What follows belongs to an exercise in optimizing a design on an open flow for small area and a short achievable clock period; a production flow would make more cautious choices.
At most, simulation tests tie the RTL to the original design; equivalence was not proved.
No activity file was given, so power comes from the tool's default toggle rates.

==> inputs of run a <==
==> flow/design.v <==
module router_top(input clk,rstn,re_0,re_1,re_2,pkt_valid,
	      input[7:0]data_in,
	      output vld_out_0,vld_out_1,vld_out_2,err,busy,
	      output[7:0]data_out_0,data_out_1,data_out_2);
reg st_da, st_lfd, st_wte, st_ld, st_ffs, st_lp, st_laf, st_cpe;
reg [1:0] addr_q;       
reg [1:0] dst;          
reg       lfd;          
reg [7:0] rdata;        
reg [7:0] fbyte;        
reg [7:0] par;          
reg       parity_done, low_pkt_valid, err_q;
wire [2:0] sft;
wire [2:0] vld;
wire [2:0] full;
wire fifo_full = (dst == 2'd0) ? full[0] : (dst == 2'd1) ? full[1] : (dst == 2'd2) ? full[2] : 1'b0;
wire we_reg = st_ld | st_lp | st_laf;
wire rst_all = ~rstn | (|sft);
wire hdr_ok = pkt_valid & ~(data_in[1] & data_in[0]);
wire hdr_empty = (data_in[1:0] == 2'd0) ? ~vld[0] : (data_in[1:0] == 2'd1) ? ~vld[1] : ~vld[2];
wire wait_empty = (addr_q == 2'd0) ? ~vld[0] : (addr_q == 2'd1) ? ~vld[1] : (addr_q == 2'd2) ? ~vld[2] : 1'b0;
always @(posedge clk) begin
	if (rst_all) begin
		st_da <= 1'b1; st_lfd <= 1'b0; st_wte <= 1'b0; st_ld <= 1'b0;
		st_ffs <= 1'b0; st_lp <= 1'b0; st_laf <= 1'b0; st_cpe <= 1'b0;
	end else begin
		st_da  <= (st_da & ~hdr_ok) | (st_laf & parity_done) | (st_cpe & ~fifo_full);
		st_lfd <= (st_da & hdr_ok & hdr_empty) | (st_wte & wait_empty);
		st_wte <= (st_da & hdr_ok & ~hdr_empty) | (st_wte & ~wait_empty);
		st_ld  <= st_lfd | (st_ld & ~fifo_full & pkt_valid) | (st_laf & ~parity_done & ~low_pkt_valid);
		st_ffs <= fifo_full & (st_ld | st_ffs | st_cpe);
		st_lp  <= (st_ld & ~fifo_full & ~pkt_valid) | (st_laf & ~parity_done & low_pkt_valid);
		st_laf <= st_ffs & ~fifo_full;
		st_cpe <= st_lp;
	end
end
assign busy = ~(st_da | st_ld);
always @(posedge clk) begin
	if (~rstn) begin
		addr_q <= 2'd0;
		dst <= 2'd0;
		lfd <= 1'b0;
	end else begin
		addr_q <= data_in[1:0];
		if (st_da) dst <= data_in[1:0];
		lfd <= st_lfd;
	end
end
always @(posedge clk) begin
	if (~rstn) begin
		rdata <= 8'd0;
		fbyte <= 8'd0;
		par <= 8'd0;
		parity_done <= 1'b0;
		low_pkt_valid <= 1'b0;
		err_q <= 1'b0;
	end else begin
		if (st_da | (st_ld & ~fifo_full))
			rdata <= data_in;
		else if (st_laf)
			rdata <= fbyte;
		if (fifo_full)
			fbyte <= data_in;
		if (st_da)
			par <= data_in;
		else if (st_ld)
			par <= par ^ data_in;
		if (st_da)
			parity_done <= 1'b0;
		else if ((st_laf & low_pkt_valid & ~parity_done) | (st_ld & ~fifo_full & ~pkt_valid))
			parity_done <= 1'b1;
		if (st_cpe)
			low_pkt_valid <= 1'b0;
		else if (st_ld & ~pkt_valid)
			low_pkt_valid <= 1'b1;
		if (st_cpe)
			err_q <= |par;
	end
end
assign err = err_q;
wire [2:0] re = {re_2, re_1, re_0};
wire [7:0] dout [0:2];
genvar g;
generate for (g = 0; g < 3; g = g + 1) begin : q
	reg [134:0] mem;         
	reg [3:0]   idx;         
	reg [3:0]   wptr;        
	reg         nempty, nfull;
	reg [7:0]   data_out;
	reg [5:0]   cnt;         
	reg         cnt_zero;    
	reg [4:0]   tmo;         
	reg         sft_rst;
	reg [8:0] head;
	integer k;
	always @(*) begin
		head = mem[8:0];
		for (k = 1; k < 15; k = k + 1)
			if (idx == k) head = mem[9*k +: 9];
	end
	wire rd_try = re[g] & nempty;
	wire clr = cnt_zero & (|data_out);
	wire rd = rd_try & ~clr & ~sft_rst;
	wire wr = we_reg & (dst == g) & ~nfull & ~sft_rst;
	always @(posedge clk)
		if (wr) mem <= {mem[125:0], lfd, rdata};
	always @(posedge clk) begin
		if (~rstn | sft_rst) begin
			idx <= 4'd15;
			wptr <= 4'd0;
			nempty <= 1'b0;
			nfull <= 1'b0;
		end else begin
			if (wr)
				wptr <= wptr + 4'd1;
			if (wr & ~rd) begin
				idx <= idx + 4'd1;
				nempty <= (idx != 4'd14);
				nfull <= (idx == 4'd13) & (wptr != 4'd14);
			end else if (rd & ~wr) begin
				idx <= idx - 4'd1;
				nempty <= (idx != 4'd0);
				nfull <= 1'b0;
			end else if (rd & wr) begin
				nfull <= (idx == 4'd14) & (wptr != 4'd14);
			end
		end
	end
	always @(posedge clk) begin
		if (~rstn | sft_rst)
			data_out <= 8'd0;
		else if (clr)
			data_out <= 8'd0;
		else if (rd_try)
			data_out <= head[7:0];
	end
	always @(posedge clk) begin
		if (~rstn | sft_rst) begin
			cnt <= 6'd0;
			cnt_zero <= 1'b1;
		end else if (rd_try) begin
			if (head[8]) begin
				cnt <= head[7:2];
				cnt_zero <= 1'b0;
			end else if (~cnt_zero) begin
				cnt <= cnt - 6'd1;
				cnt_zero <= (cnt == 6'd0);
			end
		end
	end
	always @(posedge clk) begin
		if (~rstn | ~nempty | re[g]) begin
			tmo <= 5'd1;
			sft_rst <= 1'b0;
		end else if (tmo == 5'd30) begin
			tmo <= 5'd1;
			sft_rst <= 1'b1;
		end else begin
			tmo <= tmo + 5'd1;
			sft_rst <= 1'b0;
		end
	end
	assign vld[g] = nempty;
	assign full[g] = nfull;
	assign sft[g] = sft_rst;
	assign dout[g] = data_out;
end endgenerate
assign vld_out_0 = vld[0];
assign vld_out_1 = vld[1];
assign vld_out_2 = vld[2];
assign data_out_0 = dout[0];
assign data_out_1 = dout[1];
assign data_out_2 = dout[2];
endmodule
==> flow/run.sh <==
#!/bin/bash
# synth_recipe.tcl (not shown) runs the flow's synth.tcl, then flattens the netlist and writes it again
# the make line also repeats each setting of config.mk as NAME=value (left out here)
make -C /OpenROAD-flow-scripts/flow DESIGN_CONFIG=/design/flow/config.mk WORK_HOME=/design/flow/orfs CLKGATE_MAP_FILE= SYNTH_SCRIPT=/design/flow/synth_recipe.tcl finish
==> flow/config.mk <==
export PLATFORM = sky130hd
export DESIGN_NAME = router_top
export DESIGN_NICKNAME = router_top
export VERILOG_FILES = /design/flow/design.v
export SDC_FILE = /design/flow/constraint.sdc
export NUM_CORES = 4
export LEC_CHECK = 0
export CAP_MARGIN = 20
export CORE_MARGIN = 2
export CORE_UTILIZATION = 40
export SLEW_MARGIN = 20
==> flow/constraint.sdc <==
create_clock -name core_clock -period 5.0 [get_ports {clk}]
set_input_delay 1.0000 -clock core_clock [delete_from_list [all_inputs] [get_ports {clk}]]
set_output_delay 1.0000 -clock core_clock [all_outputs]
set_load 0.01 [all_outputs]
==> inputs of run b, as changes to run a <==
==> flow/design.v, changed modules only <==
module fifo(input clk, rstn, re, we_reg, sel, lfd,
	input [7:0] rdata,
	output vld, vo, full, sft,
	output [7:0] dout);
	reg [134:0] mem;         
	reg [15:0]  pos;         
	reg [3:0]   wptr;        
	reg         nempty, nfull;
	reg         vld_q;       
	reg [7:0]   data_out;
	reg [5:0]   cnt;         
	reg         cnt_zero;    
	reg [4:0]   tmo;         
	reg         sft_rst;
	reg         clr;         
	reg [8:0] head;
	integer k;
	always @(*) begin
		head = 9'd0;
		for (k = 0; k < 15; k = k + 1)
			head = head | ({9{pos[k]}} & mem[9*k +: 9]);
	end
	wire kill = ~rstn | sft_rst;
	wire wr = we_reg & sel & ~nfull & ~sft_rst;
	wire rd_ok = nempty & ~clr;
	always @(posedge clk)
		if (wr) mem <= {mem[125:0], lfd, rdata};
	wire [15:0] up = {pos[14:0], pos[15]};
	wire [15:0] dn = {pos[0], pos[15:1]};
	wire [15:0] pos_nr = wr ? up : pos;
	wire        ne_nr  = wr ? ~pos[14] : nempty;
	wire        nf_nr  = wr ? pos[13] & (wptr != 4'd14) : nfull;
	wire [15:0] pos_r  = rd_ok ? (wr ? pos : dn) : pos_nr;
	wire        ne_r   = rd_ok ? (wr | ~pos[0]) : ne_nr;
	wire        nf_r   = rd_ok ? (wr & pos[14] & (wptr != 4'd14)) : nf_nr;
	always @(posedge clk) begin
		if (kill) begin
			pos <= 16'h8000;
			wptr <= 4'd0;
			nempty <= 1'b0;
			vld_q <= 1'b0;
			nfull <= 1'b0;
		end else begin
			if (wr)
				wptr <= wptr + 4'd1;
			pos <= re ? pos_r : pos_nr;
			nempty <= re ? ne_r : ne_nr;
			vld_q <= re ? (rd_ok ? (wr | ~pos[0]) : (wr ? ~pos[14] : vld_q))
			            : (wr ? ~pos[14] : vld_q);
			nfull <= re ? nf_r : nf_nr;
		end
	end
	always @(posedge clk) begin
		if (kill | clr)
			data_out <= 8'd0;
		else if (re & nempty)
			data_out <= head[7:0];
	end
	always @(posedge clk)
		clr <= ~kill & ~clr & re & nempty & ~head[8] & (cnt_zero | (cnt == 6'd0)) & (|head[7:0]);
	wire [5:0] cnt_h = head[8] ? head[7:2] : (cnt_zero ? cnt : cnt - 6'd1);
	wire       cz_h  = head[8] ? 1'b0 : (cnt_zero | (cnt == 6'd0));
	always @(posedge clk) begin
		if (kill) begin
			cnt <= 6'd0;
			cnt_zero <= 1'b1;
		end else if (re & nempty) begin
			cnt <= cnt_h;
			cnt_zero <= cz_h;
		end
	end
	wire tmo_end = (tmo == 5'd8);
	always @(posedge clk) begin
		if (~rstn | ~nempty | re | tmo_end)
			tmo <= 5'd1;
		else
			tmo <= {tmo[3:0], tmo[4] ^ tmo[2]};
		sft_rst <= rstn & nempty & ~re & tmo_end;
	end
	assign vld = nempty;
	assign vo = vld_q;
	assign full = nfull;
	assign sft = sft_rst;
	assign dout = data_out;
endmodule
module router_top(input clk,rstn,re_0,re_1,re_2,pkt_valid,
	      input[7:0]data_in,
	      output vld_out_0,vld_out_1,vld_out_2,err,busy,
	      output[7:0]data_out_0,data_out_1,data_out_2);
reg st_da, st_lfd, st_wte, st_ld, st_ffs, st_lp, st_laf, st_cpe;
reg [1:0] addr_q;       
reg [1:0] dst;          
reg       lfd;          
reg [7:0] rdata;        
reg [7:0] fbyte;        
reg [7:0] par;          
reg       parity_done, low_pkt_valid, err_q;
wire [2:0] sft;
wire [2:0] vld;
wire [2:0] vo;
wire [2:0] full;
wire fifo_full = (dst == 2'd0) ? full[0] : (dst == 2'd1) ? full[1] : (dst == 2'd2) ? full[2] : 1'b0;
wire we_reg = st_ld | st_lp | st_laf;
wire rst_all = ~rstn | (|sft);
wire hdr_ok = pkt_valid & ~(data_in[1] & data_in[0]);
wire hdr_empty = (data_in[1:0] == 2'd0) ? ~vld[0] : (data_in[1:0] == 2'd1) ? ~vld[1] : ~vld[2];
wire wait_empty = (addr_q == 2'd0) ? ~vld[0] : (addr_q == 2'd1) ? ~vld[1] : (addr_q == 2'd2) ? ~vld[2] : 1'b0;
wire da_n  = (st_da & ~hdr_ok) | (st_laf & parity_done) | (st_cpe & ~fifo_full);
wire lfd_n = (st_da & hdr_ok & hdr_empty) | (st_wte & wait_empty);
wire wte_n = (st_da & hdr_ok & ~hdr_empty) | (st_wte & ~wait_empty);
wire ld_n  = st_lfd | (st_ld & ~fifo_full & pkt_valid) | (st_laf & ~parity_done & ~low_pkt_valid);
wire ffs_n = fifo_full & (st_ld | st_ffs | st_cpe);
wire lp_n  = (st_ld & ~fifo_full & ~pkt_valid) | (st_laf & ~parity_done & low_pkt_valid);
reg busy_q;              
always @(posedge clk) begin
	if (rst_all) begin
		st_da <= 1'b1; st_lfd <= 1'b0; st_wte <= 1'b0; st_ld <= 1'b0;
		st_ffs <= 1'b0; st_lp <= 1'b0; st_laf <= 1'b0; st_cpe <= 1'b0;
		busy_q <= 1'b0;
	end else begin
		st_da  <= da_n;
		st_lfd <= lfd_n;
		st_wte <= wte_n;
		st_ld  <= ld_n;
		st_ffs <= ffs_n;
		st_lp  <= lp_n;
		st_laf <= st_ffs & ~fifo_full;
		st_cpe <= st_lp;
		busy_q <= ~(da_n | ld_n);
	end
end
assign busy = busy_q;
always @(posedge clk) begin
	if (~rstn) begin
		addr_q <= 2'd0;
		dst <= 2'd0;
		lfd <= 1'b0;
	end else begin
		addr_q <= data_in[1:0];
		if (st_da) dst <= data_in[1:0];
		lfd <= st_lfd;
	end
end
always @(posedge clk) begin
	if (~rstn) begin
		rdata <= 8'd0;
		fbyte <= 8'd0;
		par <= 8'd0;
		parity_done <= 1'b0;
		low_pkt_valid <= 1'b0;
		err_q <= 1'b0;
	end else begin
		if (st_da | (st_ld & ~fifo_full))
			rdata <= data_in;
		else if (st_laf)
			rdata <= fbyte;
		if (fifo_full)
			fbyte <= data_in;
		if (st_da)
			par <= data_in;
		else if (st_ld)
			par <= par ^ data_in;
		if (st_da)
			parity_done <= 1'b0;
		else if ((st_laf & low_pkt_valid & ~parity_done) | (st_ld & ~fifo_full & ~pkt_valid))
			parity_done <= 1'b1;
		if (st_cpe)
			low_pkt_valid <= 1'b0;
		else if (st_ld & ~pkt_valid)
			low_pkt_valid <= 1'b1;
		if (st_cpe)
			err_q <= |par;
	end
end
assign err = err_q;
fifo q0(.clk(clk), .rstn(rstn), .re(re_0), .we_reg(we_reg), .sel(dst == 2'd0), .lfd(lfd),
	.rdata(rdata), .vld(vld[0]), .vo(vo[0]), .full(full[0]), .sft(sft[0]), .dout(data_out_0));
fifo q1(.clk(clk), .rstn(rstn), .re(re_1), .we_reg(we_reg), .sel(dst == 2'd1), .lfd(lfd),
	.rdata(rdata), .vld(vld[1]), .vo(vo[1]), .full(full[1]), .sft(sft[1]), .dout(data_out_1));
fifo q2(.clk(clk), .rstn(rstn), .re(re_2), .we_reg(we_reg), .sel(dst == 2'd2), .lfd(lfd),
	.rdata(rdata), .vld(vld[2]), .vo(vo[2]), .full(full[2]), .sft(sft[2]), .dout(data_out_2));
assign vld_out_0 = vo[0];
assign vld_out_1 = vo[1];
assign vld_out_2 = vo[2];
endmodule
==> flow/flow/run.sh (new file) <==
#!/bin/bash
# The standard layout, with clock tree synthesis using larger sink clusters
# and no dummy balancing loads. Each tool's output goes to its own log here.
set -euo pipefail
export CTS_ARGS="-sink_clustering_enable -repair_clock_nets -sink_clustering_size 30 -sink_clustering_max_diameter 60 -dont_use_dummy_load"
bash standard.sh > standard.log 2>&1
==> flow/standard.sh (new file) <==
#!/bin/bash
# synth_recipe.tcl (not shown) runs the flow's synth.tcl, then flattens the netlist and writes it again
# the make line also repeats each setting of config.mk as NAME=value (left out here)
make -C /OpenROAD-flow-scripts/flow DESIGN_CONFIG=/design/flow/config.mk WORK_HOME=/design/flow/orfs CLKGATE_MAP_FILE= SYNTH_SCRIPT=/design/flow/synth_recipe.tcl "${@:-finish}"
CAP_MARGIN = 0   (was 20)
CORE_UTILIZATION = 60   (was 40)
SETUP_SLACK_MARGIN = 3.0   (was default)
SLEW_MARGIN = 0   (was 20)
TNS_END_PERCENT = 5   (was default)
removed: flow/run.sh
==> inputs of run c, as changes to run a <==
==> flow/design.v, changed modules only <==
module fifo(input clk, rstn, re, we_reg, sel, lfd,
	input [7:0] rdata,
	output vld, full, sft,
	output [7:0] dout);
	reg [134:0] mem;         
	reg [3:0]   idx;         
	reg [3:0]   wptr;        
	reg         nempty, nfull;
	reg [7:0]   data_out;
	reg [5:0]   cnt;         
	reg         cnt_zero;    
	reg [4:0]   tmo;         
	reg         sft_rst;
	reg [8:0] head;
	integer k;
	always @(*) begin
		head = 9'd0;
		for (k = 0; k < 15; k = k + 1)
			head = head | ({9{idx == k}} & mem[9*k +: 9]);
	end
	wire rd_try = re & nempty;
	wire clr = cnt_zero & (|data_out);
	wire rd = rd_try & ~clr & ~sft_rst;
	wire wr = we_reg & sel & ~nfull & ~sft_rst;
	always @(posedge clk)
		if (wr) mem <= {mem[125:0], lfd, rdata};
	always @(posedge clk) begin
		if (~rstn | sft_rst) begin
			idx <= 4'd15;
			wptr <= 4'd0;
			nempty <= 1'b0;
			nfull <= 1'b0;
		end else begin
			if (wr)
				wptr <= wptr + 4'd1;
			if (wr & ~rd) begin
				idx <= idx + 4'd1;
				nempty <= (idx != 4'd14);
				nfull <= (idx == 4'd13) & (wptr != 4'd14);
			end else if (rd & ~wr) begin
				idx <= idx - 4'd1;
				nempty <= (idx != 4'd0);
				nfull <= 1'b0;
			end else if (rd & wr) begin
				nfull <= (idx == 4'd14) & (wptr != 4'd14);
			end
		end
	end
	always @(posedge clk) begin
		if (~rstn | sft_rst)
			data_out <= 8'd0;
		else if (clr)
			data_out <= 8'd0;
		else if (rd_try)
			data_out <= head[7:0];
	end
	always @(posedge clk) begin
		if (~rstn | sft_rst) begin
			cnt <= 6'd0;
			cnt_zero <= 1'b1;
		end else if (rd_try) begin
			if (head[8]) begin
				cnt <= head[7:2];
				cnt_zero <= 1'b0;
			end else if (~cnt_zero) begin
				cnt <= cnt - 6'd1;
				cnt_zero <= (cnt == 6'd0);
			end
		end
	end
	always @(posedge clk) begin
		if (~rstn | ~nempty | re) begin
			tmo <= 5'd1;
			sft_rst <= 1'b0;
		end else if (tmo == 5'd30) begin
			tmo <= 5'd1;
			sft_rst <= 1'b1;
		end else begin
			tmo <= tmo + 5'd1;
			sft_rst <= 1'b0;
		end
	end
	assign vld = nempty;
	assign full = nfull;
	assign sft = sft_rst;
	assign dout = data_out;
endmodule
module router_top(input clk,rstn,re_0,re_1,re_2,pkt_valid,
	      input[7:0]data_in,
	      output vld_out_0,vld_out_1,vld_out_2,err,busy,
	      output[7:0]data_out_0,data_out_1,data_out_2);
reg st_da, st_lfd, st_wte, st_ld, st_ffs, st_lp, st_laf, st_cpe;
reg [1:0] addr_q;       
reg [1:0] dst;          
reg       lfd;          
reg [7:0] rdata;        
reg [7:0] fbyte;        
reg [7:0] par;          
reg       parity_done, low_pkt_valid, err_q;
wire [2:0] sft;
wire [2:0] vld;
wire [2:0] full;
wire fifo_full = (dst == 2'd0) ? full[0] : (dst == 2'd1) ? full[1] : (dst == 2'd2) ? full[2] : 1'b0;
wire we_reg = st_ld | st_lp | st_laf;
wire rst_all = ~rstn | (|sft);
wire hdr_ok = pkt_valid & ~(data_in[1] & data_in[0]);
wire hdr_empty = (data_in[1:0] == 2'd0) ? ~vld[0] : (data_in[1:0] == 2'd1) ? ~vld[1] : ~vld[2];
wire wait_empty = (addr_q == 2'd0) ? ~vld[0] : (addr_q == 2'd1) ? ~vld[1] : (addr_q == 2'd2) ? ~vld[2] : 1'b0;
always @(posedge clk) begin
	if (rst_all) begin
		st_da <= 1'b1; st_lfd <= 1'b0; st_wte <= 1'b0; st_ld <= 1'b0;
		st_ffs <= 1'b0; st_lp <= 1'b0; st_laf <= 1'b0; st_cpe <= 1'b0;
	end else begin
		st_da  <= (st_da & ~hdr_ok) | (st_laf & parity_done) | (st_cpe & ~fifo_full);
		st_lfd <= (st_da & hdr_ok & hdr_empty) | (st_wte & wait_empty);
		st_wte <= (st_da & hdr_ok & ~hdr_empty) | (st_wte & ~wait_empty);
		st_ld  <= st_lfd | (st_ld & ~fifo_full & pkt_valid) | (st_laf & ~parity_done & ~low_pkt_valid);
		st_ffs <= fifo_full & (st_ld | st_ffs | st_cpe);
		st_lp  <= (st_ld & ~fifo_full & ~pkt_valid) | (st_laf & ~parity_done & low_pkt_valid);
		st_laf <= st_ffs & ~fifo_full;
		st_cpe <= st_lp;
	end
end
assign busy = ~(st_da | st_ld);
always @(posedge clk) begin
	if (~rstn) begin
		addr_q <= 2'd0;
		dst <= 2'd0;
		lfd <= 1'b0;
	end else begin
		addr_q <= data_in[1:0];
		if (st_da) dst <= data_in[1:0];
		lfd <= st_lfd;
	end
end
always @(posedge clk) begin
	if (~rstn) begin
		rdata <= 8'd0;
		fbyte <= 8'd0;
		par <= 8'd0;
		parity_done <= 1'b0;
		low_pkt_valid <= 1'b0;
		err_q <= 1'b0;
	end else begin
		if (st_da | (st_ld & ~fifo_full))
			rdata <= data_in;
		else if (st_laf)
			rdata <= fbyte;
		if (fifo_full)
			fbyte <= data_in;
		if (st_da)
			par <= data_in;
		else if (st_ld)
			par <= par ^ data_in;
		if (st_da)
			parity_done <= 1'b0;
		else if ((st_laf & low_pkt_valid & ~parity_done) | (st_ld & ~fifo_full & ~pkt_valid))
			parity_done <= 1'b1;
		if (st_cpe)
			low_pkt_valid <= 1'b0;
		else if (st_ld & ~pkt_valid)
			low_pkt_valid <= 1'b1;
		if (st_cpe)
			err_q <= |par;
	end
end
assign err = err_q;
fifo q0(.clk(clk), .rstn(rstn), .re(re_0), .we_reg(we_reg), .sel(dst == 2'd0), .lfd(lfd),
	.rdata(rdata), .vld(vld[0]), .full(full[0]), .sft(sft[0]), .dout(data_out_0));
fifo q1(.clk(clk), .rstn(rstn), .re(re_1), .we_reg(we_reg), .sel(dst == 2'd1), .lfd(lfd),
	.rdata(rdata), .vld(vld[1]), .full(full[1]), .sft(sft[1]), .dout(data_out_1));
fifo q2(.clk(clk), .rstn(rstn), .re(re_2), .we_reg(we_reg), .sel(dst == 2'd2), .lfd(lfd),
	.rdata(rdata), .vld(vld[2]), .full(full[2]), .sft(sft[2]), .dout(data_out_2));
assign vld_out_0 = vld[0];
assign vld_out_1 = vld[1];
assign vld_out_2 = vld[2];
endmodule
SETUP_SLACK_MARGIN = 2.5   (was default)
==> notes <==
- Register-to-register slack, highest first: run b, run c, run a.
- The lowest cell count belongs to run b, the highest to run a.
- In clock-buffer cell count, run a and run c do not differ.
- Total power: run c is lower than run a (about 1.2%).
- Against run a, the sequential power of run b is higher by about 6%.
- Final area: run b < run c < run a.
- The lowest maximum frequency belongs to run a, the highest to run b.
- Utilization: run b > run c > run a.
- Of run c and run b, run c has the higher clock power (gap about 50%, measured against run b).
- Hold slack: run a < run b < run c.
Function not checked in run c: the RTL went through the layout flow alone.

==> re-timing with driven ports <==
The results above use ideal ports. As a check the final layouts listed here were re-extracted and re-timed, cells and wires unchanged.
Step 1 assumes that a clkbuf_16 drives the clock port and a buf_2 every other input.
Step 2 times the ports against the registers' clock, not the clock port: input delays grow and output delays shrink by t, the midpoint of the rising clock arrivals with the driver on.
Three values: ideal, step 1, step 2; two values: the first two.
run	shift t [ns]	setup slack, ns	worst setup path at the end	worst data-port slew with drivers (ns)
run a	0.661	1.648 / 1.648 / 1.439	input to register	0.12
run b	0.605	2.927 / 2.871 / 2.460	input to register	0.03
run c	0.655	2.542 / 2.486 / 1.992	input to register	0.07
After both steps setup and hold are still met in every run listed. The setup slack of run c, which loses most, moves by -0.056 ns with the drivers and by -0.550 ns with both steps.
